Context: an optimization exercise on an open-source flow, tuned for small area. The choices shown serve that exercise and are no tape-out recipe. Function was checked by simulation only, so behaviour that the tests miss may differ from the original. The clock input has no modelled driver; a real chip could not lean on it and would need a root buffer or a full tree. Power figures rest on the tool's default switching activity, not on a simulated workload.

## Top_FIFO_UART
module Top_FIFO_UART(
    input  wire clk,
    input  wire rst,
    output wire tx,
    input  wire rx
    );
    reg [63:0] ring;
    reg [5:0]  q;         
    reg [7:0]  d;         
    reg [3:0]  k;         
    reg [2:0]  n;         
    reg        txm;       
    reg        dph;       
    reg        b0, b1;    
    reg        tx_r;
    wire       tap  = ring[63];
    wire [3:0] kp1  = k + 4'd1;
    wire       idle = k[3] & ~k[0];
    wire       win  = ~k[3] & ~d[7];                    
    wire       hitb = (q == {2'b00, kp1});
    wire       bnd  = ~idle & hitb & d[7] & d[5] & d[1];    
    wire       go   = idle & (q == 6'd63) & (txm | ~rx);
    wire       last = bnd & (k == 4'd7);                
    wire is0  = ~b0 & ~b1;
    wire is1  =  b0 & ~b1;
    wire is2  = ~b0 &  b1;
    wire full = (n == 3'd7);
    wire nz   = (n != 3'd0);
  ...
For scale: ~220 cells after synthesis, roughly 90 flip-flops.
Settings: LEC_CHECK=0, CAP_MARGIN=20, CORE_MARGIN=2, CORE_UTILIZATION=40, SLEW_MARGIN=20; clock period 10.0 ns.
standard.sh (not shown) runs the stock make flow with config.mk's settings and CLKGATE_MAP_FILE= SYNTH_SCRIPT=/design/flow/synth_recipe.tcl, a recipe that flattens the netlist after the stock synthesis.
==> flow/flow/run.sh <==
#!/bin/bash
set -euo pipefail
H=$(pwd)
MY_ABC_SCRIPT=$H/flow/area.abc make -C "$FLOW_HOME" DESIGN_CONFIG=$H/config.mk WORK_HOME=$H/orfs \
  CLKGATE_MAP_FILE= SYNTH_SCRIPT=$H/flow/synth.tcl ADDER_MAP_FILE= synth > $H/synth.log 2>&1
bash standard.sh \
  "CTS_ARGS=-sink_clustering_enable -repair_clock_nets -dont_use_dummy_load -buf_list sky130_fd_sc_hd__clkbuf_8" \
  "BUFFER_PORTS_ARGS=-buffer_cell sky130_fd_sc_hd__buf_1" \
  finish > $H/layout.log 2>&1
==> flow/flow/area.abc <==
strash
&get -n
&fraig -x
&put
dc2
strash
&get -n
&dch -f
&nf -R 1000
&put
==> flow/flow/synth.tcl <==
proc synth {args} { yosys synth -nofsm -noshare {*}$args }
proc abc {args} {
  set i [lsearch -exact $args -script]
  if { $i >= 0 && [info exists ::env(MY_ABC_SCRIPT)] } {
    set args [lreplace $args [expr {$i+1}] [expr {$i+1}] $::env(MY_ABC_SCRIPT)]
  }
  yosys abc {*}$args
}
source $::env(SCRIPTS_DIR)/synth.tcl
# left out here: clear keep_hierarchy, flatten, clean up, hide names made inside functions, write 1_2_yosys.v
==> next run, changes <==
--- a/flow/flow/run.sh
+++ b/flow/flow/run.sh
@@ -6,3 +6,3 @@
 bash standard.sh \
-  "CTS_ARGS=-sink_clustering_enable -repair_clock_nets -dont_use_dummy_load -buf_list sky130_fd_sc_hd__clkbuf_8" \
+  "CTS_ARGS=-sink_clustering_enable -repair_clock_nets -dont_use_dummy_load -buf_list sky130_fd_sc_hd__clkbuf_16 -sink_clustering_size 50 -sink_clustering_max_diameter 300" \
   "BUFFER_PORTS_ARGS=-buffer_cell sky130_fd_sc_hd__buf_1" \
CORE_UTILIZATION = 70   (was 40)
After rerunning:
- via count increases by about 18%
- die area goes down by about 40%
- register-to-register slack degrades by 600 ps
==> next run, changes <==
==> flow/flow/run.sh (replaced) <==
#!/bin/bash
set -euo pipefail
H=$(pwd)
MY_ABC_SCRIPT=$H/flow/area.abc make -C "$FLOW_HOME" DESIGN_CONFIG=$H/config.mk WORK_HOME=$H/orfs \
  CLKGATE_MAP_FILE= SYNTH_SCRIPT=$H/flow/synth.tcl ADDER_MAP_FILE= synth > $H/synth.log 2>&1
bash standard.sh > $H/layout.log 2>&1
CORE_UTILIZATION = 40   (was 70)
Effect: Area after synthesis is unchanged. Sequential power hardly moves. Core utilization decreases by 37 points. Register-to-register slack improves by 520 ps. Non-clock buffer count does not change.

---

The RTL this note starts from:
==> flow/design.v <==
module Top_FIFO_UART(
    input  wire clk,
    input  wire rst,
    output wire tx,
    input  wire rx
    );
    reg [63:0] ring;
    reg [5:0]  a;         
    reg [7:0]  d;         
    reg [3:0]  k;         
    reg [2:0]  nm;        
    reg        txm;       
    reg        dph;       
    reg        b0, b1;    
    reg        tx_r;
    wire       tap  = ring[63];
    wire       idle = k[3] & ~k[0];
    wire       win  = ~k[3] & ~d[7];                    
    wire       bnd  = (a == 6'd0) & d[7] & d[5] & d[1];    
    wire       go   = idle & (a == 6'd63) & (txm | ~rx);
    wire       last = bnd & (k == 4'd7);                
    wire is0  = ~b0 & ~b1;
    wire is1  =  b0 & ~b1;
    wire is2  = ~b0 &  b1;
    wire full = (nm == 3'd6);
    wire nz   = (nm != 3'd7);
    wire ins   = ~txm & win & (a == {nm, 3'd7});
    wire chain = last & ~txm & (dph ? is2 : is1);       
    wire adv   = last & txm & nz;                       
    always @(posedge clk)
        ring <= {ring[62:0], ins ? rx : tap};
    always @(posedge clk)
        a <= a + {2'b01, last & ~adv, 2'b00, ~bnd | last};
    always @(posedge clk) begin
        if (idle | bnd)
            d <= 8'd0;
        else if (a == 6'd0)
            d <= d + 8'd1;
    end
    always @(posedge clk) begin
        if (rst)
            k <= 4'd8;
        else if (go)
            k <= 4'd15;
        else if (bnd)
            k <= k + 4'd1;
    end
    always @(posedge clk) begin
        if (~txm & ~dph & win) begin
            if (k == 4'd0) b0 <= rx;
            if (k == 4'd1) b1 <= rx;
            if (k[2] | k[1])
                if (rx != (k == 4'd4 || k == 4'd5)) begin
                    b0 <= 1'b1;
                    b1 <= 1'b1;
                end
        end
    end
    always @(posedge clk) begin
        if (rst) begin
            txm  <= 1'b0;
            dph  <= 1'b0;
            nm   <= 3'd7;
            tx_r <= 1'b1;
        end else if (go) begin
            if (txm)
                tx_r <= 1'b0;                   
        end else if (last) begin
            if (txm) begin
                txm  <= 1'b0;
                tx_r <= 1'b1;                   
                if (nz) begin
                    if (b0) nm <= nm - 3'd1;    
                end else if (b1)
                    nm <= 3'd0;                 
            end else begin
                if (dph & is0 & ~full)
                    nm <= nm + 3'd1;
                txm <= chain;
                dph <= ~dph & ~is1;
            end
        end else if (bnd & txm)
            tx_r <= tap & nz;
    end
    assign tx = tx_r;
endmodule
clock: 10.0 ns
lec_check: 0
cap_margin: 20
core_margin: 2
core_utilization: 70
place_density: 0.9
slew_margin: 20
==> flow/flow/run.sh <==
#!/bin/bash
# The standard layout (standard.sh), with three changes that leave the
# registers exactly as the standard synthesis makes them:
#  - synthesis maps the logic with an area-oriented ABC script (area.abc)
#    and without the half/full-adder cells;
#  - the port buffers are the smallest buffer;
#  - the clock port drives three clock buffers, each at the centre of a
#    group of nearby registers, which drive the registers (cts.tcl),
#    instead of TritonCTS's tree.
set -euo pipefail
H=$(pwd)
ARGS=("BUFFER_PORTS_ARGS=-buffer_cell sky130_fd_sc_hd__buf_1")
MY_ABC_SCRIPT=$H/flow/area.abc make -C "$FLOW_HOME" DESIGN_CONFIG=$H/config.mk WORK_HOME=$H/orfs \
  CLKGATE_MAP_FILE= SYNTH_SCRIPT=$H/flow/synth.tcl ADDER_MAP_FILE= synth > $H/synth.log 2>&1
bash standard.sh "${ARGS[@]}" place > $H/place.log 2>&1
MY_CLK_BUFS="sky130_fd_sc_hd__clkbuf_8 sky130_fd_sc_hd__clkbuf_8 sky130_fd_sc_hd__clkbuf_8 sky130_fd_sc_hd__clkbuf_8" make -C "$FLOW_HOME" DESIGN_CONFIG=$H/config.mk WORK_HOME=$H/orfs \
  "${ARGS[@]}" RUN_SCRIPT=$H/flow/cts.tcl RUN_LOG_NAME_STEM=4_1_cts run > $H/cts.log 2>&1
bash standard.sh "${ARGS[@]}" finish > $H/finish.log 2>&1
==> flow/flow/cts.tcl <==
utl::set_metrics_stage "cts__{}"
source $::env(SCRIPTS_DIR)/load.tcl
erase_non_stage_variables cts
load_design 3_place.odb 3_place.sdc

set block [ord::get_db_block]
set dbu [$block getDbUnitsPerMicron]
set regs {}
foreach inst [$block getInsts] {
  if { [[$inst getMaster] isSequential] } {
    set bb [$inst getBBox]
    lappend regs [list [$inst getName] \
      [expr {([$bb xMin] + [$bb xMax]) / 2.0 / $dbu}] \
      [expr {([$bb yMin] + [$bb yMax]) / 2.0 / $dbu}]]
  }
}
# Registers are grouped by position (k-means with group sizes capped in
# proportion to each buffer's drive), one clock buffer per group.
set bufs $::env(MY_CLK_BUFS)
set k [llength $bufs]
set n [llength $regs]
set wsum 0
foreach b $bufs { regexp {_(\d+)$} $b -> w; set wsum [expr {$wsum + $w}] }
set caps {}
foreach b $bufs { regexp {_(\d+)$} $b -> w; lappend caps [expr {int(ceil(double($n) * $w / $wsum))}] }
set regs [lsort -real -index 1 $regs]
set cents {}
for {set i 0} {$i < $k} {incr i} {
  set r [lindex $regs [expr {int(($i + 0.5) * $n / $k)}]]
  lappend cents [list [lindex $r 1] [lindex $r 2]]
}
proc cdist { r c } {
  return [expr {abs([lindex $r 1] - [lindex $c 0]) + abs([lindex $r 2] - [lindex $c 1])}]
}
for {set it 0} {$it < 50} {incr it} {
  # assign registers in order of how much they prefer their best group
  set order {}
  foreach r $regs {
    set ds {}
    for {set i 0} {$i < $k} {incr i} { lappend ds [cdist $r [lindex $cents $i]] }
    set sd [lsort -real $ds]
    lappend order [list [expr {[lindex $sd 0] - [lindex $sd end]}] $r $ds]
  }
  set order [lsort -real -index 0 $order]
  set cnt {}
  for {set i 0} {$i < $k} {incr i} { lappend cnt 0 }
  set assign {}
  foreach o $order {
    set ds [lindex $o 2]
    set best -1; set bd 1e30
    for {set i 0} {$i < $k} {incr i} {
      if { [lindex $cnt $i] < [lindex $caps $i] && [lindex $ds $i] < $bd } {
        set bd [lindex $ds $i]; set best $i
      }
    }
    lset cnt $best [expr {[lindex $cnt $best] + 1}]
    lappend assign [list [lindex $o 1] $best]
  }
  set newc {}
  for {set i 0} {$i < $k} {incr i} {
    set sx 0; set sy 0; set m 0
    foreach ra $assign {
      if { [lindex $ra 1] == $i } {
        set r [lindex $ra 0]
        set sx [expr {$sx + [lindex $r 1]}]; set sy [expr {$sy + [lindex $r 2]}]; incr m
      }
    }
    if { $m > 0 } { lappend newc [list [expr {$sx / $m}] [expr {$sy / $m}]] } else { lappend newc [lindex $cents $i] }
  }
  set cents $newc
}
for {set i 0} {$i < $k} {incr i} {
  set pins {}
  foreach ra $assign {
    if { [lindex $ra 1] == $i } { lappend pins [get_pins "[lindex [lindex $ra 0] 0]/CLK"] }
  }
  if { [llength $pins] == 0 } { continue }
  set c [lindex $cents $i]
  puts "clock buffer $i ([lindex $bufs $i]): [llength $pins] registers at $c"
  insert_buffer -buffer_cell [lindex $bufs $i] -net clk -load_pins $pins \
    -location $c -buffer_name clkbuf_leaf_$i -net_name clknet_leaf_$i
}
set_propagated_clock [all_clocks]

set_placement_padding -global \
  -left $::env(CELL_PAD_IN_SITES_DETAIL_PLACEMENT) \
  -right $::env(CELL_PAD_IN_SITES_DETAIL_PLACEMENT)
detailed_placement
log_cmd estimate_parasitics -placement
report_check_types -max_slew -max_capacitance -violators
if { !$::env(SKIP_CTS_REPAIR_TIMING) } {
  repair_timing_helper
  detailed_placement
}
check_placement -verbose
report_metrics 4 "cts final"
orfs_write_db $::env(RESULTS_DIR)/4_1_cts.odb
orfs_write_sdc $::env(RESULTS_DIR)/4_cts.sdc
Scripts as last shown in full above: flow/flow/area.abc, flow/flow/synth.tcl
The first run completed without violations.
Next try:
--- a/flow/flow/run.sh
+++ b/flow/flow/run.sh
@@ -15,3 +15,3 @@
 bash standard.sh "${ARGS[@]}" place > $H/place.log 2>&1
-MY_CLK_BUFS="sky130_fd_sc_hd__clkbuf_8 sky130_fd_sc_hd__clkbuf_8 sky130_fd_sc_hd__clkbuf_8 sky130_fd_sc_hd__clkbuf_8" make -C "$FLOW_HOME" DESIGN_CONFIG=$H/config.mk WORK_HOME=$H/orfs \
+MY_CLK_BUFS="sky130_fd_sc_hd__clkbuf_16 sky130_fd_sc_hd__clkbuf_16 sky130_fd_sc_hd__clkbuf_8" make -C "$FLOW_HOME" DESIGN_CONFIG=$H/config.mk WORK_HOME=$H/orfs \
   "${ARGS[@]}" RUN_SCRIPT=$H/flow/cts.tcl RUN_LOG_NAME_STEM=4_1_cts run > $H/cts.log 2>&1
- CORE_UTILIZATION: 70 -> 40
- PLACE_DENSITY: 0.9 -> default
Result: Wire length is lower by 23%. Sequential share of layout area is lower by 1.2 points. Power is higher by 1.9%. Sequential power is about the same. Register-to-register slack improves by 0.36 ns. Utilization is lower by 33 points. Cell count is higher by 11%. Via count is lower by 7.6%.
No run of this note takes its clock network from TritonCTS; it comes from the design's own scripts or RTL.

[re-timing with driven ports]
How much do the figures lean on ideal ports? The routed layouts below were timed once more, with nothing changed but the port constraints. Step 1 (the two cells are an assumption about what drives the block):
set clk [get_ports {clk}]
set_driving_cell -lib_cell sky130_fd_sc_hd__clkbuf_16 $clk
set_driving_cell -lib_cell sky130_fd_sc_hd__buf_2 [delete_from_list [all_inputs] $clk]
Step 2 adds t to the input delays and takes it off the output delays; t is the mean of the earliest and latest rising clock arrival at the registers after step 1. Input paths then give back, and output paths get back, about the clock's delay inside the block. a / b / c = ideal ports / drivers / drivers and shift; a / b = the first two.
run | t (ns) | setup slack, ns | worst slew at a driven data input, ns
the first run of note 1 | 0.354 | 6.766 / 6.766 / 6.513 | 0.03
the second run of note 1 | 0.358 | 6.169 / 6.169 / 6.169 | 0.03
the third run of note 1 | 0.366 | 6.546 / 6.552 / 6.186 | 0.03
the first run of note 2 | 0.220 | 6.598 / 6.598 / 6.598 | 0.03
the second run of note 2 | 0.216 | 6.921 / 6.951 / 6.734 | 0.03
After both steps setup and hold are still met in every run listed. For the third run of note 1, which loses most, drivers alone change the setup slack by +0.006 ns; drivers and shift together by -0.360 ns.
